From an optimization exercise on the open Yosys and OpenROAD flow, aimed at small area and a short achievable clock period; shortcuts taken in it are not production practice. Function was checked by simulation only, so behaviour that the tests miss may differ from the original. Power is estimated from default activity; no workload was simulated.

==> design.v <==
module RankerCore (
    input  wire        clk,
    input  wire        rst,
    input  wire        valid,
    input  wire        pos_hi_zero,
    input  wire [9:0]  pos_lo,
    input  wire [31:0] base_score,
    input  wire        base_valid,
    output wire [31:0] result,
    output reg  [15:0] rank,
    output reg         seen
);
    wire [9:0] bias_lut;
    bias_table lut (.p(pos_lo), .bias_lut(bias_lut));
    wire [9:0] bias = {10{pos_hi_zero}} & bias_lut;
    wire [10:0] lo_sum = {1'b0, {10{base_valid}} & base_score[9:0]} + {1'b0, bias};
    wire [21:0] hi_sum = base_score[31:10] + {21'd0, lo_sum[10]};
    reg  [31:0] res_q;
    reg         hi_valid;
    always @(posedge clk) begin
        if (valid) begin
            res_q    <= {hi_sum, lo_sum[9:0]};
            hi_valid <= base_valid;
        end
    end
    assign result = {{22{hi_valid}} & res_q[31:10], res_q[9:0]};
    always @(posedge clk or posedge rst) begin
        if (rst) begin
            rank <= 16'd0;
            seen <= 1'b0;
        end else begin
            rank <= rank + {15'd0, valid & seen};
            seen <= seen | valid;
        end
    end
endmodule
module bias_table(p, bias_lut);
  input [9:0] p;
  wire [9:0] p;
  output [9:0] bias_lut;
  wire [9:0] bias_lut;
  wire _000_;
  wire _001_;
  wire _002_;
  wire _003_;
  wire _004_;
  wire _005_;
  wire _006_;
  wire _007_;
  wire _008_;
  wire _009_;
  wire _010_;
  wire _011_;
  wire _012_;
  wire _013_;
  wire _014_;
  wire _015_;
  wire _016_;
  wire _017_;
  wire _018_;
  wire _019_;
  wire _020_;
  wire _021_;
  wire _022_;
  wire _023_;
  wire _024_;
  wire _025_;
  wire _026_;
  wire _027_;
  wire _028_;
  wire _029_;
  wire _030_;
  wire _031_;
  wire _032_;
  wire _033_;
  wire _034_;
  wire _035_;
  wire _036_;
  wire _037_;
  wire _038_;
  wire _039_;
  wire _040_;
  wire _041_;
  wire _042_;
  wire _043_;
  wire _044_;
  wire _045_;
  wire _046_;
  wire _047_;
  wire _048_;
  wire _049_;
  wire _050_;
  wire _051_;
  wire _052_;
  wire _053_;
  wire _054_;
  wire _055_;
  wire _056_;
  wire _057_;
  wire _058_;
  wire _059_;
  wire _060_;
  wire _061_;
  wire _062_;
  wire _063_;
  wire _064_;
  wire _065_;
  wire _066_;
  wire _067_;
  wire _068_;
  wire _069_;
  wire _070_;
  wire _071_;
  wire _072_;
  wire _073_;
  wire _074_;
  wire _075_;
  wire _076_;
  wire _077_;
  wire _078_;
  wire _079_;
  wire _080_;
  wire _081_;
  wire _082_;
  wire _083_;
  wire _084_;
  wire _085_;
  wire _086_;
  wire _087_;
  wire _088_;
  wire _089_;
  wire _090_;
  wire _091_;
  wire _092_;
  wire _093_;
  wire _094_;
  wire _095_;
  wire _096_;
  wire _097_;
  wire _098_;
  wire _099_;
  wire _100_;
  wire _101_;
  wire _102_;
  wire _103_;
  wire _104_;
  wire _105_;
  wire _106_;
  wire _107_;
  wire _108_;
  wire _109_;
  wire _110_;
  wire _111_;
  wire _112_;
  wire _113_;
  wire _114_;
  wire _115_;
  wire _116_;
  wire _117_;
  wire _118_;
  wire _119_;
  wire _120_;
  wire _121_;
  wire _122_;
  wire _123_;
  wire _124_;
  wire _125_;
  wire _126_;
  wire _127_;
  wire _128_;
  wire _129_;
  wire _130_;
  wire _131_;
  wire _132_;
  wire _133_;
  wire _134_;
  wire _135_;
  wire _136_;
  wire _137_;
  wire _138_;
  wire _139_;
  wire _140_;
  wire _141_;
  wire _142_;
  wire _143_;
  wire _144_;
  wire _145_;
  wire _146_;
  wire _147_;
  wire _148_;
  wire _149_;
  wire _150_;
  wire _151_;
  wire _152_;
  wire _153_;
  wire _154_;
  wire _155_;
  wire _156_;
  wire _157_;
  wire _158_;
  wire _159_;
  wire _160_;
  wire _161_;
  wire _162_;
  wire _163_;
  wire _164_;
  wire _165_;
  wire _166_;
  wire _167_;
  wire _168_;
  wire _169_;
  wire _170_;
  wire _171_;
  wire _172_;
  wire _173_;
  wire _174_;
  wire _175_;
  wire _176_;
  wire _177_;
  wire _178_;
  wire _179_;
  wire _180_;
  wire _181_;
  wire _182_;
  wire _183_;
  wire _184_;
  wire _185_;
  wire _186_;
  wire _187_;
  wire _188_;
  wire _189_;
  wire _190_;
  wire _191_;
  wire _192_;
  wire _193_;
  wire _194_;
  wire _195_;
  wire _196_;
  wire _197_;
  wire _198_;
  wire _199_;
  wire _200_;
  wire _201_;
  wire _202_;
  wire _203_;
  wire _204_;
  wire _205_;
  wire _206_;
  wire _207_;
  wire _208_;
  wire _209_;
  wire _210_;
  wire _211_;
  wire _212_;
  wire _213_;
  wire _214_;
  wire _215_;
  wire _216_;
  wire _217_;
  wire _218_;
  wire _219_;
  wire _220_;
  wire _221_;
  wire _222_;
  wire _223_;
  wire _224_;
  wire _225_;
  wire _226_;
  wire _227_;
  wire _228_;
  wire _229_;
  wire _230_;
  wire _231_;
  wire _232_;
  wire _233_;
  wire _234_;
  wire _235_;
  wire _236_;
  wire _237_;
  wire _238_;
  wire _239_;
  wire _240_;
  wire _241_;
  wire _242_;
  wire _243_;
  wire _244_;
  wire _245_;
  wire _246_;
  wire _247_;
  wire _248_;
  wire _249_;
  wire _250_;
  wire _251_;
  wire _252_;
  wire _253_;
  wire _254_;
  wire _255_;
  wire _256_;
  wire _257_;
  wire _258_;
  wire _259_;
  wire _260_;
  wire _261_;
  wire _262_;
  wire _263_;
  wire _264_;
  wire _265_;
  wire _266_;
  wire _267_;
  wire _268_;
  wire _269_;
  wire _270_;
  wire _271_;
  wire _272_;
  wire _273_;
  wire _274_;
  wire _275_;
  wire _276_;
  wire _277_;
  wire _278_;
  wire _279_;
  wire _280_;
  wire _281_;
  wire _282_;
  wire _283_;
  wire _284_;
  wire _285_;
  wire _286_;
  wire _287_;
  wire _288_;
  wire _289_;
  wire _290_;
  wire _291_;
  wire _292_;
  wire _293_;
  wire _294_;
  wire _295_;
  wire _296_;
  wire _297_;
  wire _298_;
  wire _299_;
  wire _300_;
  wire _301_;
  wire _302_;
  wire _303_;
  wire _304_;
  wire _305_;
  wire _306_;
  wire _307_;
  wire _308_;
  wire _309_;
  wire _310_;
  wire _311_;
  wire _312_;
  wire _313_;
  wire _314_;
  wire _315_;
  assign _109_ = 4'h1 >> p[9:8];
  assign _120_ = 4'h1 >> p[7:6];
  assign _130_ = 4'h8 >> { _120_, _109_ };
  assign _141_ = 4'h4 >> { _109_, p[7] };
  assign _152_ = 4'h4 >> { _141_, p[6] };
  assign _163_ = 4'h1 >> p[5:4];
  assign _174_ = 4'h4 >> { _163_, p[3] };
  assign _185_ = 4'h1 >> { p[5], p[3] };
  assign _196_ = 4'h4 >> { _185_, p[4] };
  assign _207_ = 4'h8 >> { _217_, _216_ };
  assign _215_ = 4'h2 >> { _185_, p[6] };
  assign _226_ = 4'h8 >> { p[0], p[1] };
  assign _235_ = 4'h1 >> { _226_, p[2] };
  assign _245_ = 4'h4 >> { _235_, _215_ };
  assign bias_lut[8] = 4'h8 >> { _245_, _207_ };
  assign _252_ = 4'h4 >> { p[5], p[3] };
  assign _253_ = 4'h8 >> p[2:1];
  assign _254_ = 4'h1 >> { _253_, p[4] };
  assign _255_ = 4'h8 >> { _254_, _252_ };
  assign _256_ = 4'h2 >> { _255_, p[7] };
  assign _257_ = 4'h8 >> p[5:4];
  assign _258_ = 4'h1 >> p[2:1];
  assign _259_ = 4'h2 >> { _258_, p[3] };
  assign _260_ = 4'h8 >> { p[3], p[1] };
  assign _261_ = 4'h8 >> p[3:2];
  assign _262_ = 4'h1 >> { _261_, _260_ };
  assign _263_ = 4'h2 >> { _218_, _257_ };
  assign _264_ = 4'h1 >> { _254_, p[5] };
  assign _265_ = 4'h1 >> { _264_, p[6] };
  assign _266_ = 4'h1 >> { _265_, _217_ };
  assign _267_ = 4'h4 >> { _266_, _263_ };
  assign _268_ = 4'h1 >> { _263_, _217_ };
  assign _269_ = 4'h4 >> { _268_, _265_ };
  assign _270_ = 4'h2 >> { _219_, _256_ };
  assign _271_ = 4'h2 >> p[7:6];
  assign _272_ = 4'h1 >> { p[0], p[1] };
  assign _273_ = 4'h2 >> { _272_, _261_ };
  assign _274_ = 4'h2 >> { _273_, _257_ };
  assign _275_ = 4'h4 >> p[4:3];
  assign _276_ = 4'h8 >> { _275_, _235_ };
  assign _277_ = 4'h1 >> { _276_, _274_ };
  assign _278_ = 4'h8 >> { _277_, _271_ };
  assign _279_ = 4'h2 >> { _276_, _271_ };
  assign _280_ = 4'h4 >> { _279_, _274_ };
  assign _281_ = 4'h2 >> { p[4], p[1] };
  assign _282_ = 4'h1 >> p[3:2];
  assign _283_ = 4'h1 >> { _282_, _281_ };
  assign _284_ = 4'h8 >> { _261_, _226_ };
  assign _285_ = 4'h1 >> { p[5], p[2] };
  assign _286_ = 4'h2 >> p[3:2];
  assign _287_ = 4'h1 >> { _286_, _260_ };
  assign _288_ = 4'h4 >> { _287_, _285_ };
  assign _289_ = 4'h1 >> { _285_, _260_ };
  assign _290_ = 4'h4 >> { _289_, _286_ };
  assign _291_ = 4'h1 >> { _221_, _284_ };
  assign _292_ = 4'h1 >> { _291_, _283_ };
  assign _293_ = 4'h4 >> p[3:2];
  assign _294_ = 4'h8 >> { _293_, _281_ };
  assign _295_ = 4'h1 >> { _294_, p[5] };
  assign _296_ = 4'h4 >> { _295_, _258_ };
  assign _297_ = 4'h4 >> { _296_, _275_ };
  assign _298_ = 4'h1 >> { _275_, _258_ };
  assign _299_ = 4'h8 >> { _298_, _295_ };
  assign _300_ = 4'h1 >> { _222_, _292_ };
  assign _301_ = 4'h8 >> { _300_, _220_ };
  assign _302_ = 4'h2 >> { _292_, _220_ };
  assign _303_ = 4'h4 >> { _302_, _222_ };
  assign _304_ = 4'h2 >> { _222_, _220_ };
  assign _305_ = 4'h4 >> { _304_, _292_ };
  assign _306_ = 4'h1 >> { _223_, _270_ };
  assign _307_ = 4'h1 >> { _306_, p[8] };
  assign _308_ = 4'h1 >> { p[4], p[0] };
  assign _309_ = 4'h4 >> { _308_, p[5] };
  assign _310_ = 4'h4 >> { _163_, p[0] };
  assign _311_ = 4'h1 >> { _224_, _257_ };
  assign _312_ = 4'h4 >> { p[3], p[1] };
  assign _313_ = 4'h2 >> { p[3], p[1] };
  assign _314_ = 4'h1 >> { _313_, _312_ };
  assign _315_ = 4'h1 >> { _314_, p[6] };
  assign _000_ = 4'h1 >> { p[3], p[1] };
  assign _001_ = 4'h1 >> { _260_, p[6] };
  assign _002_ = 4'h4 >> { _001_, _000_ };
  assign _003_ = 4'h4 >> { _225_, _311_ };
  assign _004_ = 4'h1 >> { _003_, p[2] };
  assign _005_ = 4'h8 >> { _308_, _252_ };
  assign _006_ = 4'h2 >> { _005_, p[2] };
  assign _007_ = 4'h1 >> { _006_, _004_ };
  assign _008_ = 4'h1 >> { _221_, _276_ };
  assign _009_ = 4'h2 >> { _257_, p[0] };
  assign _010_ = 4'h4 >> { _009_, _008_ };
  assign _011_ = 4'h8 >> { _286_, _226_ };
  assign _012_ = 4'h2 >> { p[5], p[2] };
  assign _013_ = 4'h8 >> { _012_, _275_ };
  assign _014_ = 4'h1 >> { _013_, p[8] };
  assign _015_ = 4'h4 >> { _014_, _011_ };
  assign _016_ = 4'h1 >> { _011_, p[8] };
  assign _017_ = 4'h4 >> { _016_, _013_ };
  assign _018_ = 4'h8 >> { _284_, p[4] };
  assign _019_ = 4'h2 >> { _018_, _227_ };
  assign _020_ = 4'h8 >> { _263_, _253_ };
  assign _021_ = 4'h1 >> { _308_, _285_ };
  assign _022_ = 4'h2 >> { _021_, _260_ };
  assign _023_ = 4'h4 >> { _022_, _224_ };
  assign _024_ = 4'h2 >> { _224_, _260_ };
  assign _025_ = 4'h4 >> { _024_, _021_ };
  assign _026_ = 4'h1 >> { _228_, _020_ };
  assign _027_ = 4'h8 >> { _026_, _019_ };
  assign _028_ = 4'h1 >> { _020_, p[8] };
  assign _029_ = 4'h1 >> { _013_, _011_ };
  assign _030_ = 4'h4 >> { _029_, _018_ };
  assign _031_ = 4'h4 >> { _030_, _228_ };
  assign _032_ = 4'h8 >> { _031_, _028_ };
  assign _033_ = 4'h4 >> { _229_, _010_ };
  assign _034_ = 4'h4 >> { _033_, _007_ };
  assign _035_ = 4'h4 >> { _229_, _007_ };
  assign _036_ = 4'h4 >> { _035_, _010_ };
  assign _037_ = 4'h1 >> { p[6], p[2] };
  assign _038_ = 4'h4 >> { _037_, _260_ };
  assign _039_ = 4'h4 >> { _038_, _000_ };
  assign _040_ = 4'h4 >> { _039_, _311_ };
  assign _041_ = 4'h1 >> { _040_, _228_ };
  assign _042_ = 4'h4 >> { _041_, _020_ };
  assign _043_ = 4'h8 >> { _005_, p[2] };
  assign _044_ = 4'h1 >> { _043_, _018_ };
  assign _045_ = 4'h8 >> { _044_, _227_ };
  assign _046_ = 4'h4 >> { _045_, _010_ };
  assign _047_ = 4'h8 >> { _046_, _042_ };
  assign _048_ = 4'h1 >> { _273_, p[4] };
  assign _049_ = 4'h1 >> { p[7], p[5] };
  assign _050_ = 4'h8 >> { _049_, _048_ };
  assign _051_ = 4'h1 >> { _050_, _120_ };
  assign _052_ = 4'h4 >> { _048_, p[5] };
  assign _053_ = 4'h2 >> { _273_, _163_ };
  assign _054_ = 4'h2 >> { _231_, p[6] };
  assign _055_ = 4'h1 >> { _054_, p[7] };
  assign _056_ = 4'h4 >> { _232_, _230_ };
  assign _057_ = 4'h8 >> { p[7], p[5] };
  assign _058_ = 4'h8 >> { _057_, p[6] };
  assign _059_ = 4'h8 >> p[6:5];
  assign _060_ = 4'h8 >> { _059_, p[7] };
  assign _061_ = 4'h8 >> { _233_, p[8] };
  assign _062_ = 4'h2 >> { _282_, p[4] };
  assign _063_ = 4'h8 >> { _062_, _061_ };
  assign _064_ = 4'h1 >> { _063_, p[9] };
  assign _065_ = 4'h4 >> { _064_, _056_ };
  assign _066_ = 4'h4 >> { _065_, _307_ };
  assign bias_lut[7] = 4'h8 >> { _066_, _207_ };
  assign _067_ = 4'h1 >> { _272_, _226_ };
  assign _068_ = 4'h8 >> { _067_, _286_ };
  assign _069_ = 4'h2 >> { _284_, _163_ };
  assign _070_ = 4'h8 >> { _069_, _216_ };
  assign _071_ = 4'h2 >> { _284_, _216_ };
  assign _072_ = 4'h8 >> { _071_, _163_ };
  assign _073_ = 4'h4 >> { _234_, _068_ };
  assign _074_ = 4'h1 >> { _284_, p[6] };
  assign _075_ = 4'h8 >> { _163_, _141_ };
  assign _076_ = 4'h4 >> { _075_, _068_ };
  assign _077_ = 4'h8 >> { _076_, _074_ };
  assign _078_ = 4'h8 >> { _261_, _254_ };
  assign _079_ = 4'h2 >> { _078_, _216_ };
  assign _080_ = 4'h2 >> { _018_, _295_ };
  assign _081_ = 4'h4 >> { _308_, _258_ };
  assign _082_ = 4'h2 >> { _081_, _080_ };
  assign _083_ = 4'h8 >> { _082_, _079_ };
  assign _084_ = 4'h2 >> { _081_, _216_ };
  assign _085_ = 4'h4 >> { _084_, _078_ };
  assign _086_ = 4'h8 >> { _085_, _080_ };
  assign _087_ = 4'h1 >> { _308_, _283_ };
  assign _088_ = 4'h2 >> { _087_, _080_ };
  assign _089_ = 4'h1 >> { _020_, p[6] };
  assign _090_ = 4'h4 >> { _089_, _088_ };
  assign _091_ = 4'h8 >> { _090_, _141_ };
  assign _092_ = 4'h2 >> { _020_, _216_ };
  assign _093_ = 4'h4 >> { _092_, _088_ };
  assign _094_ = 4'h4 >> { _224_, _253_ };
  assign _095_ = 4'h4 >> { _258_, p[0] };
  assign _096_ = 4'h4 >> { _272_, p[2] };
  assign _097_ = 4'h4 >> { _236_, _257_ };
  assign _098_ = 4'h1 >> { _097_, _094_ };
  assign _099_ = 4'h1 >> { _275_, _226_ };
  assign _100_ = 4'h2 >> { _099_, _012_ };
  assign _101_ = 4'h8 >> { _012_, _226_ };
  assign _102_ = 4'h1 >> { _101_, _013_ };
  assign _103_ = 4'h4 >> { _185_, p[1] };
  assign _104_ = 4'h4 >> { _000_, p[5] };
  assign _105_ = 4'h1 >> p[4:3];
  assign _106_ = 4'h4 >> { _105_, _238_ };
  assign _107_ = 4'h2 >> { _106_, _237_ };
  assign _108_ = 4'h8 >> { _107_, _098_ };
  assign _110_ = 4'h8 >> { _237_, _098_ };
  assign _111_ = 4'h4 >> { _110_, _106_ };
  assign _112_ = 4'h4 >> { _237_, _094_ };
  assign _113_ = 4'h1 >> { _106_, _097_ };
  assign _114_ = 4'h8 >> { _113_, _112_ };
  assign _115_ = 4'h8 >> { _257_, p[6] };
  assign _116_ = 4'h8 >> { _115_, _273_ };
  assign _117_ = 4'h8 >> { _273_, _257_ };
  assign _118_ = 4'h8 >> { _117_, p[6] };
  assign _119_ = 4'h1 >> { _240_, _089_ };
  assign _121_ = 4'h2 >> { _119_, _239_ };
  assign _122_ = 4'h4 >> { _020_, p[6] };
  assign _123_ = 4'h2 >> { _117_, p[6] };
  assign _124_ = 4'h2 >> { _123_, _239_ };
  assign _125_ = 4'h4 >> { _124_, _122_ };
  assign bias_lut[3] = 4'h2 >> { _241_, _141_ };
  assign _126_ = 4'h1 >> { _119_, _252_ };
  assign _127_ = 4'h1 >> { _020_, p[7] };
  assign _128_ = 4'h1 >> { _245_, _163_ };
  assign _129_ = 4'h8 >> { _128_, _127_ };
  assign _131_ = 4'h4 >> { _129_, _126_ };
  assign _132_ = 4'h1 >> { _123_, _252_ };
  assign _133_ = 4'h2 >> { _132_, _128_ };
  assign _134_ = 4'h8 >> { _133_, _127_ };
  assign _135_ = 4'h4 >> { _233_, _218_ };
  assign _136_ = 4'h2 >> p[2:1];
  assign _137_ = 4'h2 >> { _312_, p[5] };
  assign _138_ = 4'h4 >> { _137_, _136_ };
  assign _139_ = 4'h1 >> { _000_, _253_ };
  assign _140_ = 4'h2 >> { _139_, p[5] };
  assign _142_ = 4'h2 >> { _243_, _120_ };
  assign _143_ = 4'h4 >> { _142_, _284_ };
  assign _144_ = 4'h2 >> { _284_, _120_ };
  assign _145_ = 4'h4 >> { _074_, p[7] };
  assign _146_ = 4'h4 >> { _244_, _243_ };
  assign _147_ = 4'h1 >> { _246_, _135_ };
  assign _148_ = 4'h1 >> { _282_, p[4] };
  assign _149_ = 4'h2 >> { _148_, _226_ };
  assign _150_ = 4'h2 >> { _285_, p[4] };
  assign _151_ = 4'h4 >> { _150_, _238_ };
  assign _153_ = 4'h8 >> { _105_, _272_ };
  assign _154_ = 4'h8 >> { _000_, _308_ };
  assign _155_ = 4'h8 >> { _260_, _163_ };
  assign _156_ = 4'h1 >> { _155_, _247_ };
  assign _157_ = 4'h4 >> { _236_, _163_ };
  assign _158_ = 4'h2 >> { _157_, _156_ };
  assign _159_ = 4'h4 >> { _158_, _151_ };
  assign _160_ = 4'h4 >> { _159_, _149_ };
  assign _161_ = 4'h4 >> { _156_, _151_ };
  assign _162_ = 4'h1 >> { _157_, _149_ };
  assign _164_ = 4'h8 >> { _162_, _161_ };
  assign _165_ = 4'h1 >> { _248_, _147_ };
  assign _166_ = 4'h2 >> { _165_, _109_ };
  assign _167_ = 4'h4 >> { _166_, _242_ };
  assign _168_ = 4'h2 >> { _242_, _109_ };
  assign _169_ = 4'h4 >> { _168_, _165_ };
  assign _170_ = 4'h1 >> { _252_, _163_ };
  assign _171_ = 4'h2 >> { _170_, _258_ };
  assign _172_ = 4'h4 >> { _067_, _253_ };
  assign _173_ = 4'h4 >> { _264_, _258_ };
  assign _175_ = 4'h8 >> { _173_, _172_ };
  assign _176_ = 4'h1 >> { _258_, _253_ };
  assign _177_ = 4'h8 >> { _176_, _067_ };
  assign _178_ = 4'h8 >> { _177_, _264_ };
  assign _179_ = 4'h1 >> { _249_, _171_ };
  assign _180_ = 4'h1 >> { _179_, _308_ };
  assign _181_ = 4'h8 >> { p[5], p[3] };
  assign _182_ = 4'h4 >> { _181_, _048_ };
  assign _183_ = 4'h1 >> { _182_, _011_ };
  assign _184_ = 4'h4 >> { p[4], p[0] };
  assign _186_ = 4'h1 >> { _184_, _157_ };
  assign _187_ = 4'h1 >> { _293_, _260_ };
  assign _188_ = 4'h1 >> { _187_, _186_ };
  assign _189_ = 4'h4 >> { _094_, _293_ };
  assign _190_ = 4'h8 >> { _005_, p[1] };
  assign _191_ = 4'h1 >> { _190_, _189_ };
  assign _192_ = 4'h4 >> { _191_, _188_ };
  assign _193_ = 4'h8 >> { _192_, _183_ };
  assign _194_ = 4'h1 >> { _190_, _011_ };
  assign _195_ = 4'h4 >> { _194_, _189_ };
  assign _197_ = 4'h4 >> { _195_, _182_ };
  assign _198_ = 4'h4 >> { _197_, _188_ };
  assign _199_ = 4'h4 >> { _250_, _180_ };
  assign _200_ = 4'h2 >> { _199_, _127_ };
  assign _201_ = 4'h8 >> { _256_, p[5] };
  assign _202_ = 4'h1 >> { _201_, p[6] };
  assign _203_ = 4'h4 >> { _202_, _200_ };
  assign _204_ = 4'h2 >> { _087_, _185_ };
  assign _205_ = 4'h2 >> { _204_, _148_ };
  assign _206_ = 4'h1 >> { _135_, _220_ };
  assign _208_ = 4'h1 >> { _206_, _205_ };
  assign _209_ = 4'h1 >> { _208_, p[8] };
  assign _210_ = 4'h4 >> { _209_, _203_ };
  assign bias_lut[1] = 4'h2 >> { _210_, _064_ };
  assign _211_ = 4'h2 >> { _105_, _061_ };
  assign _212_ = 4'h8 >> { _211_, p[9] };
  assign _213_ = 4'h2 >> { _105_, p[9] };
  assign _214_ = 4'h8 >> { _213_, _061_ };
  assign bias_lut[0] = 4'h1 >> { _251_, _066_ };
  assign bias_lut[9] = 4'h8 >> { _272_, bias_lut[8] };
  assign _216_ = 4'he >> { _130_, _152_ };
  assign _217_ = 4'he >> { _174_, _196_ };
  assign _218_ = 4'hb >> { _259_, _262_ };
  assign _219_ = 4'he >> { _267_, _269_ };
  assign _220_ = 4'he >> { _278_, _280_ };
  assign _221_ = 4'he >> { _288_, _290_ };
  assign _222_ = 4'he >> { _297_, _299_ };
  assign _223_ = 8'hfe >> { _301_, _303_, _305_ };
  assign _224_ = 4'he >> { _309_, _310_ };
  assign _225_ = 4'he >> { _315_, _002_ };
  assign _227_ = 4'he >> { _015_, _017_ };
  assign _228_ = 4'he >> { _023_, _025_ };
  assign _229_ = 4'he >> { _027_, _032_ };
  assign _230_ = 8'hfe >> { _034_, _036_, _047_ };
  assign _231_ = 4'he >> { _052_, _053_ };
  assign _232_ = 4'hb >> { _051_, _055_ };
  assign _233_ = 4'he >> { _058_, _060_ };
  assign _234_ = 4'he >> { _070_, _072_ };
  assign bias_lut[6] = 4'he >> { _073_, _077_ };
  assign bias_lut[5] = 4'he >> { _083_, _086_ };
  assign bias_lut[4] = 4'he >> { _091_, _093_ };
  assign _236_ = 4'he >> { _095_, _096_ };
  assign _237_ = 4'hb >> { _100_, _102_ };
  assign _238_ = 4'he >> { _103_, _104_ };
  assign _239_ = 8'hfe >> { _108_, _111_, _114_ };
  assign _240_ = 4'he >> { _116_, _118_ };
  assign _241_ = 4'he >> { _121_, _125_ };
  assign _242_ = 4'he >> { _131_, _134_ };
  assign _243_ = 4'he >> { _138_, _140_ };
  assign _244_ = 4'he >> { _144_, _145_ };
  assign _246_ = 4'he >> { _143_, _146_ };
  assign _247_ = 4'he >> { _153_, _154_ };
  assign _248_ = 4'he >> { _160_, _164_ };
  assign bias_lut[2] = 4'he >> { _167_, _169_ };
  assign _249_ = 4'he >> { _175_, _178_ };
  assign _250_ = 4'he >> { _193_, _198_ };
  assign _251_ = 4'he >> { _212_, _214_ };
endmodule
module top_level (
    input wire clk,
    input wire rst_n,
    input  wire [15:0] axi_awaddr,
    input  wire        axi_awvalid,
    output wire        axi_awready,
    input  wire [2:0]  axi_awprot,
    input  wire [31:0] axi_wdata,
    input  wire [3:0]  axi_wstrb,
    input  wire        axi_wvalid,
    output wire        axi_wready,
    output wire [1:0]  axi_bresp,
    output wire        axi_bvalid,
    input  wire        axi_bready,
    input  wire [15:0] axi_araddr,
    input  wire        axi_arvalid,
    output wire        axi_arready,
    input  wire [2:0]  axi_arprot,
    output wire [31:0] axi_rdata,
    output wire [1:0]  axi_rresp,
    output wire        axi_rvalid,
    input  wire        axi_rready,
    output wire [31:0] mem_addr,
    output wire [15:0] mem_wdata,
    input  wire [15:0] mem_rdata,
    output wire        mem_we,
    output wire        mem_oe,
    output wire        mem_ce,
    input  wire        mem_ready,
    output wire [7:0]  led_status,
    output wire        led_error,
    output wire        irq_out
);
    wire reset = !rst_n;
    reg wr_dat, wr_rsp;
    wire wr_idle = !wr_dat & !wr_rsp;
    always @(posedge clk or posedge reset) begin
        if (reset) begin
            wr_dat <= 1'b0;
            wr_rsp <= 1'b0;
        end else begin
            wr_dat <= wr_idle & axi_awvalid & axi_wvalid;
            wr_rsp <= wr_dat | (wr_rsp & !axi_bready);
        end
    end
    reg rd_dat, rd_rsp;
    wire rd_idle = !rd_dat & !rd_rsp;
    always @(posedge clk or posedge reset) begin
        if (reset) begin
            rd_dat <= 1'b0;
            rd_rsp <= 1'b0;
        end else begin
            rd_dat <= rd_idle & axi_arvalid;
            rd_rsp <= rd_dat | (rd_rsp & !axi_rready);
        end
    end
    assign axi_awready = wr_dat;
    assign axi_wready  = wr_dat;
    assign axi_bvalid  = wr_rsp;
    assign axi_bresp   = 2'b00;
    assign axi_arready = rd_dat;
    assign axi_rvalid  = rd_rsp;
    assign axi_rresp   = 2'b00;
    reg       wa_hit, ra_hit;
    reg [3:0] wa_idx, ra_idx;
    always @(posedge clk) begin
        wa_hit <= (axi_awaddr[15:6] == 10'd0) & (axi_awaddr[1:0] == 2'b00);
        wa_idx <= axi_awaddr[5:2];
        ra_hit <= (axi_araddr[15:6] == 10'd0) & (axi_araddr[1:0] == 2'b00);
        ra_idx <= axi_araddr[5:2];
    end
    wire [15:0] wsel = {16{wr_dat & wa_hit}} & (16'd1 << wa_idx);
    wire [15:0] rsel = {16{ra_hit}} & (16'd1 << ra_idx);
    reg [31:0] score_q, ctrl_q, cfg_q, keyl_q, keyh_q, root_q, hashl_q, hashh_q, segl_q, segh_q, posl_q, posh_q;
    reg        score_v, ctrl_v, cfg_v, keyl_v, keyh_v, root_v, hashl_v, hashh_v, segl_v, segh_v, posl_v, posh_v;
    always @(posedge clk) begin
        if (wsel[0])  ctrl_q  <= axi_wdata;
        if (wsel[2])  cfg_q   <= axi_wdata;
        if (wsel[4])  keyl_q  <= axi_wdata;
        if (wsel[5])  keyh_q  <= axi_wdata;
        if (wsel[6])  root_q  <= axi_wdata;
        if (wsel[8])  hashl_q <= axi_wdata;
        if (wsel[9])  hashh_q <= axi_wdata;
        if (wsel[10]) segl_q  <= axi_wdata;
        if (wsel[11]) segh_q  <= axi_wdata;
        if (wsel[12]) posl_q  <= axi_wdata;
        if (wsel[13]) posh_q  <= axi_wdata;
        if (wsel[14]) score_q <= axi_wdata;
    end
    always @(posedge clk or posedge reset) begin
        if (reset) begin
            ctrl_v <= 1'b0; cfg_v <= 1'b0; keyl_v <= 1'b0; keyh_v <= 1'b0;
            root_v <= 1'b0; hashl_v <= 1'b0; hashh_v <= 1'b0; segl_v <= 1'b0;
            segh_v <= 1'b0; posl_v <= 1'b0; posh_v <= 1'b0;
            score_v <= 1'b0;
        end else begin
            if (wsel[0])  ctrl_v  <= 1'b1;
            if (wsel[2])  cfg_v   <= 1'b1;
            if (wsel[4])  keyl_v  <= 1'b1;
            if (wsel[5])  keyh_v  <= 1'b1;
            if (wsel[6])  root_v  <= 1'b1;
            if (wsel[8])  hashl_v <= 1'b1;
            if (wsel[9])  hashh_v <= 1'b1;
            if (wsel[10]) segl_v  <= 1'b1;
            if (wsel[11]) segh_v  <= 1'b1;
            if (wsel[12]) posl_v  <= 1'b1;
            if (wsel[13]) posh_v  <= 1'b1;
            if (wsel[14]) score_v <= 1'b1;
        end
    end
    wire ranker_valid = ctrl_v & ctrl_q[1];
    wire [31:0] rnk_res;
    wire [15:0] rnk_rank;
    wire        rnk_seen;
    wire        pos_hi_zero = (!posh_v | (posh_q == 32'd0)) & (!posl_v | (posl_q[31:10] == 22'd0));
    wire [9:0]  pos_lo = {10{posl_v}} & posl_q[9:0];
    RankerCore ranker (
        .clk(clk),
        .rst(reset),
        .valid(ranker_valid),
        .pos_hi_zero(pos_hi_zero),
        .pos_lo(pos_lo),
        .base_score(score_q),
        .base_valid(score_v),
        .result(rnk_res),
        .rank(rnk_rank),
        .seen(rnk_seen)
    );
    wire [31:0] rmux =
          ({32{rsel[0]  & ctrl_v}}  & ctrl_q)
        | ({32{rsel[1]}}            & {rnk_rank, 14'd0, rnk_seen, 1'b0})
        | ({32{rsel[2]  & cfg_v}}   & cfg_q)
        | ({32{rsel[4]  & keyl_v}}  & keyl_q)
        | ({32{rsel[5]  & keyh_v}}  & keyh_q)
        | ({32{rsel[6]  & root_v}}  & root_q)
        | ({32{rsel[8]  & hashl_v}} & hashl_q)
        | ({32{rsel[9]  & hashh_v}} & hashh_q)
        | ({32{rsel[10] & segl_v}}  & segl_q)
        | ({32{rsel[11] & segh_v}}  & segh_q)
        | ({32{rsel[12] & posl_v}}  & posl_q)
        | ({32{rsel[13] & posh_v}}  & posh_q)
        | ({32{rsel[14] & score_v}} & score_q)
        | ({32{rsel[15] & rnk_seen}} & rnk_res)
        | ({32{!ra_hit}}            & 32'hDEADBEEF);
    reg [31:0] rd_data_q;
    always @(posedge clk or posedge reset) begin
        if (reset)
            rd_data_q <= 32'd0;
        else
            rd_data_q <= ({32{rd_dat}} & rmux) | ({32{!rd_dat}} & rd_data_q);
    end
    assign axi_rdata = rd_data_q;
    assign mem_addr   = 32'd0;
    assign mem_wdata  = 16'd0;
    assign mem_we     = 1'b0;
    assign mem_oe     = 1'b0;
    assign mem_ce     = 1'b0;
    assign led_status = {1'b0, ranker_valid, 1'b0, mem_ready, 4'b0000};
    assign led_error  = 1'b0;
    assign irq_out    = ranker_valid;
endmodule
==> flow/run.sh <==
#!/bin/bash
# Own layout flow: the standard ORFS flow (standard.sh) with a few
# ORFS variables added to config.mk.
set -euo pipefail
cd "$(dirname "$0")/.."
{
  echo 'export BUFFER_PORTS_ARGS = -buffer_cell sky130_fd_sc_hd__buf_1'
  echo 'export CTS_ARGS = -sink_clustering_enable -repair_clock_nets -dont_use_dummy_load -buf_list sky130_fd_sc_hd__clkbuf_16 -sink_clustering_size 30 -sink_clustering_max_diameter 100'
  echo 'export SKIP_REPAIR_TIE_FANOUT = 1'
} >> config.mk
bash standard.sh > standard_flow.log 2>&1
==> standard.sh <==
#!/bin/bash
# synth_recipe.tcl (not shown) runs the flow's synth.tcl, then flattens the netlist and writes it again
# the make line also repeats each setting of config.mk as NAME=value (left out here)
make -C /OpenROAD-flow-scripts/flow DESIGN_CONFIG=/design/flow/config.mk WORK_HOME=/design/flow/orfs CLKGATE_MAP_FILE= SYNTH_SCRIPT=/design/flow/synth_recipe.tcl "${@:-finish}"
==> config.mk <==
export PLATFORM = sky130hd
export DESIGN_NAME = top_level
export DESIGN_NICKNAME = top_level
export VERILOG_FILES = /design/flow/design.v
export SDC_FILE = /design/flow/constraint.sdc
export NUM_CORES = 4
export LEC_CHECK = 0
export CAP_MARGIN = 10
export CORE_MARGIN = 2
export CORE_UTILIZATION = 50
export GPL_ROUTABILITY_DRIVEN = 1
export PLACE_DENSITY = 0.85
export SLEW_MARGIN = 10
export BUFFER_PORTS_ARGS = -buffer_cell sky130_fd_sc_hd__buf_1
export CTS_ARGS = -sink_clustering_enable -repair_clock_nets -dont_use_dummy_load -buf_list sky130_fd_sc_hd__clkbuf_16 -sink_clustering_size 30 -sink_clustering_max_diameter 100
export SKIP_REPAIR_TIE_FANOUT = 1
==> constraint.sdc <==
create_clock -name core_clock -period 300.0 [get_ports {clk}]
set_input_delay 60.0000 -clock core_clock [delete_from_list [all_inputs] [get_ports {clk}]]
set_output_delay 60.0000 -clock core_clock [all_outputs]
set_load 0.01 [all_outputs]
==> flow_results.xml, run 1 <==
<?xml version="1.0" encoding="UTF-8"?>
<metrics>
  <group name="outcome">
    <metric name="status" unit="">finished clean</metric>
  </group>
  <group name="cells_and_area">
    <metric name="layout-area-overhead-vs-synth" unit="%">5.181</metric>
    <metric name="stdcell_count" unit="">1927</metric>
    <metric name="leading_cell_types_in_the_layout_fill_and_taps_excluded" unit="">edfxtp_1, a22oi_1, buf_1</metric>
    <metric name="most_common_cell_after_layout_fill_and_taps_aside" unit="">edfxtp_1</metric>
    <metric name="design_area_final" unit="sq um">21390</metric>
    <metric name="fin_nets" unit="">1522</metric>
    <metric name="final_core_utilization" unit="%">53.58</metric>
    <metric name="post_route_cells_drive_above_1_share" unit="%">6.719</metric>
    <metric name="num-fill-cells" unit="">3107</metric>
  </group>
  <group name="clock_network">
    <metric name="cts_made_buffers" unit="">20</metric>
    <metric name="cts.clk_slew.worst_paths" unit="ns">0.09</metric>
    <metric name="tritoncts" unit="">done</metric>
    <metric name="clock_sink_count" unit="">492</metric>
    <metric name="worst_skew_pair.late_latency" unit="ns">0.54</metric>
    <metric name="post_cts_hold_buffer_count" unit="">0</metric>
    <metric name="cts_setup_buffers" unit="">0</metric>
    <metric name="cts_resized" unit="">0</metric>
    <metric name="cts.root.buffer_cell" unit="">clkbuf_16</metric>
    <metric name="clockBufferDepth" unit="">3</metric>
    <metric name="cts_max_level" unit="">1</metric>
  </group>
  <group name="yosys">
    <metric name="syn-instance-count" unit="">1386</metric>
    <metric name="asyncSetResetFlopFracSynth" unit="%">13.21</metric>
    <metric name="post_synth.cell_area_avg" unit="sq um">14.67</metric>
    <metric name="synth_sequential_area_ratio" unit="%">70.57</metric>
    <metric name="ys_types" unit="">78</metric>
    <metric name="synth_enable_flop_cells" unit="">417</metric>
    <metric name="synthFlopType" unit="">edfxtp_1</metric>
    <metric name="synth-seq-cells" unit="">492</metric>
    <metric name="mappedNetlistArea" unit="sq um">20330</metric>
    <metric name="ys.warnings.count" unit="">2</metric>
  </group>
  <group name="floorplanning">
    <metric name="floorplan.die.width" unit="microns">205.7</metric>
    <metric name="die_height" unit="microns">205.7</metric>
    <metric name="initial_core_util" unit="%">50.94</metric>
    <metric name="fp.dieArea" unit="sq um">42290</metric>
    <metric name="top_level_ports" unit="">200</metric>
    <metric name="core-area" unit="sq um">39910</metric>
    <metric name="fp-row-count" unit="">73</metric>
  </group>
  <group name="sta">
    <metric name="finalSetupTns" unit="ns">0</metric>
    <metric name="timing.slew.headroom" unit="%">18.98</metric>
    <metric name="maxClockFrequency" unit="MHz">8.333</metric>
    <metric name="rsz_0062_raised_after_global_routing" unit="">no</metric>
    <metric name="period_utilization_post_route" unit="%">40.00</metric>
    <metric name="finalWorstPathRequiredPeriod" unit="ns">120.00</metric>
    <metric name="hold_viol" unit="">0</metric>
    <metric name="finalSetupViolCount" unit="">0</metric>
    <metric name="maxSlewViolCount" unit="">0</metric>
    <metric name="worstMarginPinSlew" unit="ns">1.206</metric>
    <metric name="clock_skew" unit="ns">0.02429</metric>
  </group>
  <group name="grt">
    <metric name="grt_start_max_net_pins" unit="">66</metric>
    <metric name="grt-ovfl-total" unit="">0</metric>
    <metric name="grt_antenna_before_repair" unit="">3</metric>
    <metric name="grt_first_pass_wirelength" unit="microns">79010</metric>
    <metric name="total_track_usage" unit="%">25.24</metric>
    <metric name="grt_pass1_vias" unit="">12840</metric>
  </group>
  <group name="placed_design">
    <metric name="hpwl" unit="microns">30700</metric>
    <metric name="placedCellCount" unit="">1903</metric>
    <metric name="count_of_buffers_from_port_buffering" unit="">109</metric>
    <metric name="placement.cell_area" unit="sq um">20860</metric>
    <metric name="place.gp.congestion" unit="">0.9269</metric>
  </group>
  <group name="route">
    <metric name="drt_pass1_iterations" unit="">6</metric>
    <metric name="drt_iter0_markers" unit="">2027</metric>
    <metric name="final_antenna_net_count" unit="">0</metric>
    <metric name="per_cell_via_count_in_the_routed_design" unit="">6.737</metric>
    <metric name="route.vias.total" unit="">12980</metric>
    <metric name="wl_per_cell" unit="microns">27.81</metric>
    <metric name="wirelength" unit="microns">53590</metric>
    <metric name="post-route-drc-count" unit="">0</metric>
  </group>
  <group name="setup_path">
    <metric name="worst-setup-path-type" unit="">in2out</metric>
    <metric name="endpoint_kind" unit="">primary output</metric>
    <metric name="required" unit="ns">240.00</metric>
    <metric name="critical_path_arrival" unit="ns">60.00</metric>
    <metric name="worst-path-max-fanout" unit="">1</metric>
    <metric name="start_kind" unit="">primary input</metric>
  </group>
  <group name="pwr">
    <metric name="pwr_density_cell" unit="nW/um^2">5.108</metric>
    <metric name="vdd_drop_max" unit="mV">0.005288</metric>
    <metric name="cellLeakagePower" unit="nW">6.878</metric>
    <metric name="fin_total_pwr" unit="uW">109.2</metric>
  </group>
  <group name="flow_run">
    <metric name="drv_cap" unit="">0</metric>
  </group>
  <group name="min_path">
    <metric name="hold_path_class" unit="">reg2reg</metric>
  </group>
</metrics>
[sequential cells by signal, summed over array words and instances (netlist names), 4 cells and up, named ones only]
register      flops
cfg_q            32
ctrl_q           32
hashh_q          32
hashl_q          32
keyh_q           32
keyl_q           32
posh_q           32
posl_q           32
ra_idx            4
ranker.rank      16
ranker.res_q     32
root_q           32
score_q          32
segh_q           32
segl_q           32
wa_idx            4
[cell usage after synthesis, types with 15 or more instances]
library cell	count	area share, %
edfxtp_1	417	62
a22oi_1	162	6.0
buf_4	66	2.4
dfrtp_1	65	8.0
nand2_1	65	1.2
nand3_1	55	1.4
nor2_1	45	0.83
clkbuf_1	44	0.81
nand4_1	31	0.95
buf_2	30	0.74
a221oi_1	28	1.2
xnor2_1	27	1.2
ha_1	22	1.4
nor4_1	20	0.62
a21oi_1	19	0.47
nor3_1	18	0.44
and3_1	17	0.52
inv_1	17	0.31
o22a_1	17	0.73
o21ai_0	16	0.39
or2_2	15	0.46
[routing by layer]
layer	wire (microns)	GRT usage [%]	up-vias	share of wire [%]
met2	24900	39.48	1017	46
met1	19570	33.79	6385	37
met4	2009	11.79	0	3.7
li1	-	-	5431	-
met3	7120	5.622	150	13
met5	0	0	-	0
[stage by stage]
step	hold slack (ns)	setup slack [ns]
after floorplan	0.4302	179.88
after CTS	0.4613	180.00
after detailed placement	0.4484	180.00
after global routing	0.4851	180.00
after global placement	0.4348	180.00
final	0.4630	180.00
[report_power, final]
part | switching (mW) | total [mW] | leakage [nW] | internal (mW)
Sequential | 0.000661 | 0.0752 | 4.60 | 0.0745
Clock | 0.0186 | 0.0307 | 0.246 | 0.0121
Combinational | 0.00244 | 0.00331 | 2.03 | 0.000870
[final timing paths]
| check | to | depth (start not counted) | slack, ns | from |
|---|---|---|---|---|
| max in group asynchronous | async pin | 2 | 239.55 | rst_n |
| min in group asynchronous | async pin | 2 | 59.71 | rst_n |
| hold / removal | wr_dat | 1 | 0.46 | wr_rsp |
| setup reg to reg | ranker.res_q[29] | 22 | 293.67 | posl_v |
| hold reg to reg | wr_dat | 1 | 0.46 | wr_rsp |
| setup / recovery | led_status[4] | 0 | 180.00 | mem_ready |
[logic make-up (layout without fill, tap and decap cells)]
group / after synthesis / after routing / synth area share, %
AO/OA/AOI/OAI: 332 / 332 / 12.58
adder cells (fa/ha/maj): 23 / 23 / 1.452
other: 1 / 4 / 0.01844
XOR/XNOR: 41 / 41 / 1.766
AND/OR/NAND/NOR: 329 / 329 / 8.806
flip-flops: 492 / 492 / 70.57
multiplexers: 3 / 3 / 0.1477
buffers and inverters: 165 / 178 / 4.652
[layout make-up]
class	instances	area, sq um	area share [%]
antenna	3	7.507	0.03510
multi-input combinational	729	5147	24.07
tap	525	656.9	3.072
sequential	492	14350	67.10
clock buffer	20	500.5	2.340
timing repair buffer	139	650.6	3.042
inverter	19	72.57	0.3393
==> run 2: changes to the inputs <==
--- a/flow/run.sh
+++ b/flow/run.sh
@@ -7,5 +7,6 @@
   echo 'export BUFFER_PORTS_ARGS = -buffer_cell sky130_fd_sc_hd__buf_1'
   echo 'export CTS_ARGS = -sink_clustering_enable -repair_clock_nets -dont_use_dummy_load -buf_list sky130_fd_sc_hd__clkbuf_16 -sink_clustering_size 30 -sink_clustering_max_diameter 100'
   echo 'export SKIP_REPAIR_TIE_FANOUT = 1'
+  echo 'export REMOVE_ABC_BUFFERS = 1'
 } >> config.mk
 bash standard.sh > standard_flow.log 2>&1
--- a/config.mk
+++ b/config.mk
@@ -7,10 +7,12 @@
 export LEC_CHECK = 0
 export CAP_MARGIN = 10
 export CORE_MARGIN = 2
-export CORE_UTILIZATION = 50
+export CORE_UTILIZATION = 45
 export GPL_ROUTABILITY_DRIVEN = 1
-export PLACE_DENSITY = 0.85
+export GPL_TIMING_DRIVEN = 0
+export PLACE_DENSITY = 0.6
 export SLEW_MARGIN = 10
 export BUFFER_PORTS_ARGS = -buffer_cell sky130_fd_sc_hd__buf_1
 export CTS_ARGS = -sink_clustering_enable -repair_clock_nets -dont_use_dummy_load -buf_list sky130_fd_sc_hd__clkbuf_16 -sink_clustering_size 30 -sink_clustering_max_diameter 100
 export SKIP_REPAIR_TIE_FANOUT = 1
+export REMOVE_ABC_BUFFERS = 1
==> run 2 against run 1 <==
  * Cell area is 3.1% higher
  * Combinational power down 2%
  * Largest cell class unchanged
  * Wire length rose by 6.5%
  * Non-clock buffer count grew 30
  * Utilization decreased by 3.9 points
  * Synthesized area unchanged
  * Setup slack is the same
  * Count of clock-buffer cells in the layout did not move
  * Via count fell by 3.1%
==> flow_results.xml, run 2 <==
<?xml version="1.0" encoding="UTF-8"?>
<metrics>
  <group name="outcome">
    <metric name="status" unit="">finished clean</metric>
  </group>
  <group name="yosys">
    <metric name="mappedNetlistArea" unit="sq um">20330</metric>
    <metric name="synth-simple-area-share" unit="%">8.806</metric>
    <metric name="ys_types" unit="">78</metric>
    <metric name="top_post_synthesis_cells_by_count" unit="">edfxtp_1, a22oi_1, buf_4</metric>
    <metric name="synth_most_common_cell" unit="">edfxtp_1</metric>
    <metric name="synth_compound_gate_area_share" unit="%">12.58</metric>
    <metric name="post_synth.cell_area_avg" unit="sq um">14.67</metric>
    <metric name="ys.warnings.count" unit="">2</metric>
    <metric name="yosys.area.top_type" unit="">edfxtp_1</metric>
    <metric name="synth-adder-area-share" unit="%">1.452</metric>
    <metric name="synth-seq-cells" unit="">492</metric>
    <metric name="post_synth_main_area_contributors" unit="">edfxtp_1, dfrtp_1, a22oi_1</metric>
    <metric name="synthFlopType" unit="">edfxtp_1</metric>
    <metric name="post_synth_xor_area_fraction" unit="%">1.766</metric>
    <metric name="main_combinational_cell_family_by_area_after_synthesis" unit="">compound AO/OA/AOI/OAI gates</metric>
    <metric name="asyncSetResetFlopFracSynth" unit="%">13.21</metric>
    <metric name="synth_sequential_area_ratio" unit="%">70.57</metric>
    <metric name="syn-instance-count" unit="">1386</metric>
    <metric name="synth_enable_flop_cells" unit="">417</metric>
    <metric name="synth.mux.area_fraction" unit="%">0.1477</metric>
    <metric name="synth.top_cell.area_share" unit="%">61.59</metric>
  </group>
  <group name="min_path">
    <metric name="endpoint_of_the_worst_hold_path" unit="">rd_dat</metric>
    <metric name="hold_path_startpoint" unit="">rd_rsp</metric>
    <metric name="holdPathStages" unit="">1</metric>
    <metric name="hold_path_class" unit="">reg2reg</metric>
  </group>
  <group name="clock_network">
    <metric name="cts.clk_slew.worst_paths" unit="ns">0.11</metric>
    <metric name="clock_sink_count" unit="">492</metric>
    <metric name="cts_made_buffers" unit="">20</metric>
    <metric name="tritoncts" unit="">done</metric>
    <metric name="worst_skew_pair.late_latency" unit="ns">0.55</metric>
    <metric name="cts_resized" unit="">0</metric>
    <metric name="post_cts_hold_buffer_count" unit="">0</metric>
    <metric name="cts.root.buffer_cell" unit="">clkbuf_16</metric>
    <metric name="cts_max_level" unit="">1</metric>
    <metric name="clockBufferDepth" unit="">3</metric>
    <metric name="cts_setup_buffers" unit="">0</metric>
  </group>
  <group name="sta">
    <metric name="rsz_0062_raised_after_global_routing" unit="">no</metric>
    <metric name="maxSlewViolCount" unit="">0</metric>
    <metric name="finalWorstPathRequiredPeriod" unit="ns">120.00</metric>
    <metric name="period_utilization_post_route" unit="%">40.00</metric>
    <metric name="finalSetupViolCount" unit="">0</metric>
    <metric name="clock_skew" unit="ns">0.02814</metric>
    <metric name="hold_viol" unit="">0</metric>
    <metric name="finalSetupTns" unit="ns">0</metric>
    <metric name="maxClockFrequency" unit="MHz">8.333</metric>
    <metric name="worstMarginPinSlew" unit="ns">1.249</metric>
    <metric name="fin_worst_hold_slack" unit="ns">0.4628</metric>
    <metric name="timing.slew.headroom" unit="%">16.73</metric>
    <metric name="setup_ws_final" unit="ns">180.00</metric>
  </group>
  <group name="floorplanning">
    <metric name="top_level_ports" unit="">200</metric>
    <metric name="fp.dieArea" unit="sq um">46900</metric>
    <metric name="core-area" unit="sq um">44410</metric>
    <metric name="floorplan.die.width" unit="microns">216.6</metric>
    <metric name="die_height" unit="microns">216.6</metric>
    <metric name="fp-row-count" unit="">77</metric>
    <metric name="initial_core_util" unit="%">45.78</metric>
  </group>
  <group name="route">
    <metric name="final_antenna_net_count" unit="">0</metric>
    <metric name="drt_iter0_markers" unit="">1394</metric>
    <metric name="route.vias.total" unit="">12580</metric>
    <metric name="post-route-drc-count" unit="">0</metric>
    <metric name="wirelength" unit="microns">57100</metric>
    <metric name="wl_per_cell" unit="microns">28.24</metric>
    <metric name="drt_pass1_iterations" unit="">5</metric>
    <metric name="per_cell_via_count_in_the_routed_design" unit="">6.220</metric>
  </group>
  <group name="grt">
    <metric name="grt_antenna_before_repair" unit="">2</metric>
    <metric name="grt_pass1_vias" unit="">12580</metric>
    <metric name="grt_start_max_net_pins" unit="">63</metric>
    <metric name="grt-ovfl-total" unit="">0</metric>
    <metric name="total_track_usage" unit="%">24.26</metric>
    <metric name="grt_first_pass_wirelength" unit="microns">84060</metric>
  </group>
  <group name="placed_design">
    <metric name="count_of_buffers_from_port_buffering" unit="">109</metric>
    <metric name="hpwl" unit="microns">37840</metric>
    <metric name="detailedPlace.worstSlack" unit="ns">180.00</metric>
    <metric name="place.gp.congestion" unit="">0.8901</metric>
  </group>
  <group name="pwr">
    <metric name="combPwrFrac" unit="%">2.9</metric>
    <metric name="fin_total_pwr" unit="uW">110.3</metric>
    <metric name="vdd_drop_max" unit="mV">0.005329</metric>
    <metric name="pwr_density_cell" unit="nW/um^2">5.003</metric>
    <metric name="power_frac_seq" unit="%">68.2</metric>
    <metric name="cellLeakagePower" unit="nW">7.128</metric>
    <metric name="power_switching_share" unit="%">20.59</metric>
    <metric name="clock_share_of_power" unit="%">28.8</metric>
    <metric name="netSwitchingPower" unit="uW">22.72</metric>
    <metric name="internal-power" unit="uW">87.59</metric>
  </group>
  <group name="cells_and_area">
    <metric name="most_common_cell_after_layout_fill_and_taps_aside" unit="">edfxtp_1</metric>
    <metric name="layout-area-overhead-vs-synth" unit="%">8.437</metric>
    <metric name="leading_cell_types_in_the_layout_fill_and_taps_excluded" unit="">edfxtp_1, a22oi_1, buf_1</metric>
    <metric name="post_route_cells_drive_above_1_share" unit="%">9.377</metric>
    <metric name="num-fill-cells" unit="">3729</metric>
    <metric name="fin_nets" unit="">1552</metric>
  </group>
  <group name="setup_path">
    <metric name="critical_path_arrival" unit="ns">60.00</metric>
    <metric name="r2r_end" unit="">ranker.res_q[26]</metric>
    <metric name="rr_startpoint" unit="">posl_v</metric>
    <metric name="endpoint_kind" unit="">primary output</metric>
    <metric name="cp-startpoint" unit="">mem_ready</metric>
    <metric name="rrSetupSlack" unit="ns">293.12</metric>
    <metric name="start_kind" unit="">primary input</metric>
    <metric name="worst-path-max-fanout" unit="">1</metric>
    <metric name="worst-setup-path-type" unit="">in2out</metric>
    <metric name="cell_depth_of_the_worst_flop_to_flop_path" unit="">21</metric>
    <metric name="required" unit="ns">240.00</metric>
  </group>
  <group name="flow_run">
    <metric name="drv_cap" unit="">0</metric>
  </group>
</metrics>
## run 2: worst max-delay path by stage
stage,slack (ns),endpoint,depth (start not counted)
after floorplan,180.00,led_status[4],0
after global placement,180.00,led_status[4],0
after detailed placement,180.00,led_status[4],0
after CTS,180.00,led_status[4],0
after global routing,180.00,led_status[4],0
final,180.00,led_status[4],0
## run 2: per-layer routing
layer | up-vias | wire length (microns) | global-route usage, %
li1 | 5491 | - | -
met1 | 6526 | 23940 | 33.09
met2 | 474 | 28180 | 41.46
met3 | 83 | 3628 | 2.793
met4 | 2 | 1328 | 6.416
met5 | - | 16 | 0
## run 2: worst register-to-register path, cell delays in order, from the launching register on
cell and delay [ns]:
dfrtp_1 1.18, nand2_1 0.43, inv_1 0.33, ha_1 0.43, o21bai_1 0.20, or3_1 0.45, o311ai_1 0.11, o211a_1 0.26
o31a_1 0.17, ha_1 0.18, fa_1 0.23, a21o_1 0.13, a21oi_1 0.09, o21ai_0 0.26, o41ai_1 0.15, o21ai_0 0.29
ha_1 0.34, ha_1 0.32, nand4_1 0.20, nor2_1 0.51, nand3_1 0.18, xnor2_1 0.17
## run 2: layout make-up
class,count,area [sq um],area share [%]
Inverter,19,72.57,0.3292
Tap cell,592,740.7,3.360
Antenna cell,1,2.502,0.01135
Sequential cell,492,14350,65.09
Multi-Input combinational cell,729,5161,23.41
Timing Repair Buffer,169,1220,5.533
Clock buffer,20,500.5,2.270
## run 2: per-stage QoR
step / utilization, % / instances / area (sq um)
2_1_floorplan: - / 1240 / 19460
3_3_place_gp: 46.40 / 1941 / 20610
3_5_place_dp: 48.51 / 2001 / 21540
4_1_cts: 49.64 / 2021 / 22040
5_1_grt: 49.64 / 2022 / 22050
6_report: 49.64 / 2022 / 22050
## run 2: logic make-up (layout without fill, tap and decap cells)
group	after synthesis	count (layout)
buffers and inverters	165	208
other	1	2
adder cells (fa/ha/maj)	23	23
multiplexers	3	3
AND/OR/NAND/NOR	329	329
XOR/XNOR	41	41
flip-flops	492	492
AO/OA/AOI/OAI	332	332
## run 2: power groups by stage
| stage | clock network, mW | registers (mW) | logic [mW] |
|---|---|---|---|
| after floorplan | 0 | 0.0768 | 0.000926 |
| after global placement | 0 | 0.0770 | 0.00278 |
| after detailed placement | 0 | 0.0768 | 0.00327 |
| after CTS | 0.0321 | 0.0753 | 0.00328 |
| after global routing | 0.0341 | 0.0754 | 0.00359 |
| final | 0.0318 | 0.0753 | 0.00325 |
==> run 3: changes to the inputs <==
--- a/flow/run.sh
+++ b/flow/run.sh
@@ -7,6 +7,5 @@
   echo 'export BUFFER_PORTS_ARGS = -buffer_cell sky130_fd_sc_hd__buf_1'
   echo 'export CTS_ARGS = -sink_clustering_enable -repair_clock_nets -dont_use_dummy_load -buf_list sky130_fd_sc_hd__clkbuf_16 -sink_clustering_size 30 -sink_clustering_max_diameter 100'
   echo 'export SKIP_REPAIR_TIE_FANOUT = 1'
-  echo 'export REMOVE_ABC_BUFFERS = 1'
 } >> config.mk
 bash standard.sh > standard_flow.log 2>&1
--- a/config.mk
+++ b/config.mk
@@ -5,14 +5,13 @@
 export SDC_FILE = /design/flow/constraint.sdc
 export NUM_CORES = 4
 export LEC_CHECK = 0
+export ABC_AREA = 1
 export CAP_MARGIN = 10
 export CORE_MARGIN = 2
 export CORE_UTILIZATION = 45
 export GPL_ROUTABILITY_DRIVEN = 1
-export GPL_TIMING_DRIVEN = 0
 export PLACE_DENSITY = 0.6
 export SLEW_MARGIN = 10
 export BUFFER_PORTS_ARGS = -buffer_cell sky130_fd_sc_hd__buf_1
 export CTS_ARGS = -sink_clustering_enable -repair_clock_nets -dont_use_dummy_load -buf_list sky130_fd_sc_hd__clkbuf_16 -sink_clustering_size 30 -sink_clustering_max_diameter 100
 export SKIP_REPAIR_TIE_FANOUT = 1
-export REMOVE_ABC_BUFFERS = 1
==> run 3 against run 2 <==
  * Clock power about the same
  * Setup slack is the same
  * Hold slack worse by 0.0070 ns
  * Critical path type unchanged
  * Highest routed layer unchanged
==> flow_results.xml, run 3 <==
<?xml version="1.0" encoding="UTF-8"?>
<metrics>
  <group name="outcome">
    <metric name="status" unit="">finished clean</metric>
  </group>
  <group name="floorplanning">
    <metric name="core-area" unit="sq um">46650</metric>
    <metric name="floorplan.die.width" unit="microns">221.9</metric>
    <metric name="fp-row-count" unit="">79</metric>
    <metric name="top_level_ports" unit="">200</metric>
    <metric name="die_height" unit="microns">221.9</metric>
    <metric name="fp.dieArea" unit="sq um">49230</metric>
    <metric name="initial_core_util" unit="%">45.78</metric>
  </group>
  <group name="sta">
    <metric name="hold_viol" unit="">0</metric>
    <metric name="worstMarginPinSlew" unit="ns">1.084</metric>
    <metric name="maxSlewViolCount" unit="">0</metric>
    <metric name="finalSetupTns" unit="ns">0</metric>
    <metric name="finalWorstPathRequiredPeriod" unit="ns">120.00</metric>
    <metric name="timing.slew.headroom" unit="%">27.66</metric>
    <metric name="finalSetupViolCount" unit="">0</metric>
    <metric name="period_utilization_post_route" unit="%">40.00</metric>
    <metric name="maxClockFrequency" unit="MHz">8.333</metric>
    <metric name="clock_skew" unit="ns">0.03101</metric>
    <metric name="rsz_0062_raised_after_global_routing" unit="">no</metric>
  </group>
  <group name="pwr">
    <metric name="vdd_drop_max" unit="mV">0.003530</metric>
    <metric name="cellLeakagePower" unit="nW">8.563</metric>
    <metric name="pwr_density_cell" unit="nW/um^2">4.905</metric>
  </group>
  <group name="placed_design">
    <metric name="place.gp.congestion" unit="">0.8286</metric>
    <metric name="count_of_buffers_from_port_buffering" unit="">109</metric>
    <metric name="hpwl" unit="microns">35930</metric>
    <metric name="placement.cell_area" unit="sq um">22020</metric>
  </group>
  <group name="clock_network">
    <metric name="clock_sink_count" unit="">492</metric>
    <metric name="cts_resized" unit="">0</metric>
    <metric name="post_cts_hold_buffer_count" unit="">0</metric>
    <metric name="tritoncts" unit="">done</metric>
    <metric name="clockBufferDepth" unit="">3</metric>
    <metric name="cts.root.buffer_cell" unit="">clkbuf_16</metric>
    <metric name="cts_setup_buffers" unit="">0</metric>
    <metric name="worst_skew_pair.late_latency" unit="ns">0.56</metric>
    <metric name="cts_made_buffers" unit="">20</metric>
    <metric name="cts.clk_slew.worst_paths" unit="ns">0.11</metric>
    <metric name="cts_max_level" unit="">1</metric>
  </group>
  <group name="route">
    <metric name="drt_pass1_iterations" unit="">7</metric>
    <metric name="route.vias.total" unit="">14270</metric>
    <metric name="drt_iter0_markers" unit="">1561</metric>
    <metric name="final_antenna_net_count" unit="">0</metric>
    <metric name="wl_per_cell" unit="microns">22.87</metric>
    <metric name="post-route-drc-count" unit="">0</metric>
    <metric name="wirelength" unit="microns">60160</metric>
    <metric name="per_cell_via_count_in_the_routed_design" unit="">5.425</metric>
  </group>
  <group name="min_path">
    <metric name="hold_path_class" unit="">reg2reg</metric>
  </group>
  <group name="yosys">
    <metric name="post_synth_main_area_contributors" unit="">edfxtp_1, nand2_1, dfrtp_1</metric>
    <metric name="synth.top_cell.area_share" unit="%">58.62</metric>
    <metric name="yosys.area.top_type" unit="">edfxtp_1</metric>
    <metric name="synth_enable_flop_cells" unit="">417</metric>
    <metric name="syn-instance-count" unit="">1983</metric>
    <metric name="synth-seq-cells" unit="">492</metric>
    <metric name="synthFlopType" unit="">edfxtp_1</metric>
    <metric name="synth_sequential_area_ratio" unit="%">67.17</metric>
    <metric name="synth_most_common_cell" unit="">nand2_1</metric>
    <metric name="ys.warnings.count" unit="">2</metric>
    <metric name="top_post_synthesis_cells_by_count" unit="">nand2_1, edfxtp_1, nor2_1</metric>
    <metric name="asyncSetResetFlopFracSynth" unit="%">13.21</metric>
    <metric name="ys_types" unit="">43</metric>
    <metric name="post_synth.cell_area_avg" unit="sq um">10.77</metric>
    <metric name="mappedNetlistArea" unit="sq um">21360</metric>
  </group>
  <group name="grt">
    <metric name="grt_antenna_before_repair" unit="">2</metric>
    <metric name="grt_first_pass_wirelength" unit="microns">89680</metric>
    <metric name="grt-ovfl-total" unit="">0</metric>
    <metric name="grt_pass1_vias" unit="">13920</metric>
    <metric name="total_track_usage" unit="%">24.53</metric>
    <metric name="grtUsageMet2" unit="%">41.15</metric>
    <metric name="globalRoute.busiestLayer" unit="">met2</metric>
    <metric name="routing_usage_on_met3" unit="%">2.120</metric>
    <metric name="grt_start_max_net_pins" unit="">66</metric>
    <metric name="grt_use_met1" unit="%">34.71</metric>
  </group>
  <group name="cells_and_area">
    <metric name="final_core_utilization" unit="%">48.28</metric>
    <metric name="design_area_final" unit="sq um">22530</metric>
    <metric name="fin_nets" unit="">2145</metric>
    <metric name="most_common_cell_after_layout_fill_and_taps_aside" unit="">nand2_1</metric>
    <metric name="post_route_cells_drive_above_1_share" unit="%">4.847</metric>
    <metric name="leading_cell_types_in_the_layout_fill_and_taps_excluded" unit="">nand2_1, edfxtp_1, nor2_1</metric>
    <metric name="layout-area-overhead-vs-synth" unit="%">5.459</metric>
  </group>
  <group name="setup_path">
    <metric name="endpoint_kind" unit="">primary output</metric>
    <metric name="rrSetupSlack" unit="ns">293.67</metric>
    <metric name="critical_path_arrival" unit="ns">60.00</metric>
    <metric name="worst-path-max-fanout" unit="">1</metric>
    <metric name="required" unit="ns">240.00</metric>
    <metric name="worst-setup-path-type" unit="">in2out</metric>
    <metric name="start_kind" unit="">primary input</metric>
  </group>
  <group name="flow_run">
    <metric name="drv_cap" unit="">0</metric>
  </group>
</metrics>
[run 3: cell types whose count changed in the layout (fill, tap and decap cells not counted), moves of 15 or more]
cell / previous run / this run
a21oi_1: 19 / 47
a221oi_1: 28 / 0
a22oi_1: 162 / 2
and3_1: 15 / 0
buf_12: 17 / 0
inv_1: 17 / 167
nand2_1: 64 / 564
nand3_1: 55 / 83
nor2_1: 38 / 226
o21ai_0: 16 / 66
o22a_1: 17 / 0
xnor2_1: 27 / 8
xor2_1: 14 / 33
[run 3: final cells by class]
cell class / count / area [sq um]
Sequential cell: 492 / 14350
Multi-Input combinational cell: 1197 / 5649
Antenna cell: 1 / 2.502
Timing Repair Buffer: 132 / 585.6
Fill cell: 4284 / 24130
Clock buffer: 20 / 500.5
Tap cell: 607 / 759.5
Inverter: 181 / 679.4
[run 3: routing by layer]
layer | routed length (microns) | share of wire, %
met4 | 1408 | 2.3
met2 | 28790 | 48
met5 | 13 | 0.022
met1 | 26170 | 43
met3 | 3782 | 6.3
[run 3: report_power, final]
group | total [mW] | leakage (nW) | internal (mW) | switching, mW
registers | 0.0749 | 4.60 | 0.0745 | 0.000365
clock network | 0.0318 | 0.246 | 0.0121 | 0.0197
logic | 0.00383 | 3.72 | 0.000868 | 0.00296
total | 0.110 | 8.56 | 0.0875 | 0.0230
[run 3: worst paths after layout]
check / endpoint / cells after the start / from
setup / recovery: led_status[4] / 0 / mem_ready
setup reg to reg: ranker.res_q[28] / 31 / posl_v
max in group asynchronous: rd_dat / 2 / rst_n
hold reg to reg: rd_dat / 1 / rd_rsp
min in group asynchronous: async pin / 2 / rst_n
hold / removal: rd_dat / 1 / rd_rsp
[run 3: logic make-up (layout without fill, tap and decap cells)]
group / count (synthesis) / in the layout / synth area share [%]
AND/OR/NAND/NOR: 985 / 985 / 19.24
flip-flops: 492 / 492 / 67.17
buffers and inverters: 294 / 333 / 6.806
AO/OA/AOI/OAI: 147 / 147 / 3.702
XOR/XNOR: 41 / 41 / 1.681
adder cells (fa/ha/maj): 23 / 23 / 1.382
other: 1 / 2 / 0.01756
[run 3: per-stage QoR]
step	instances	power (mW)	hold WS [ns]	setup slack, ns
final	2630	0.1105	0.4557	180.00
after global routing	2630	0.1137	0.4698	180.00
after CTS	2629	0.1111	0.4537	180.00
after detailed placement	2609	0.08028	0.4385	180.00
after global placement	2609	0.08017	0.4241	180.00
after floorplan	1983	0.07869	0.4277	179.88

-- re-timing with driven ports --
No port has a modelled driver above. Below, the same layouts with a new extraction and two added sets of constraints. Step 1 (the two cells are an assumption about what drives the block):
set clk [get_ports {clk}]
set_driving_cell -lib_cell sky130_fd_sc_hd__clkbuf_16 $clk
set_driving_cell -lib_cell sky130_fd_sc_hd__buf_2 [delete_from_list [all_inputs] $clk]
Step 2 also shifts input and output timing later by t, the mid clock arrival at the registers, as if the neighbouring blocks saw the same clock. Three values: no drivers, after step 1, after step 2; two values: the first two.
run	shift t [ns]	slack for setup (ns)	worst setup path at the end	clock arrival spread, ns	cell pins on the clock port's net
run 1	0.583	180.000 / 179.953 / 179.953	input to output	0.025 / 0.025	1
run 2	0.595	180.000 / 179.954 / 179.954	input to output	0.031 / 0.031	1
run 3	0.603	180.000 / 179.959 / 179.959	input to output	0.032 / 0.033	1
After both steps every run listed still meets setup and hold. The setup slack of run 1, which loses most, moves by -0.047 ns with the drivers and by -0.047 ns with both steps.
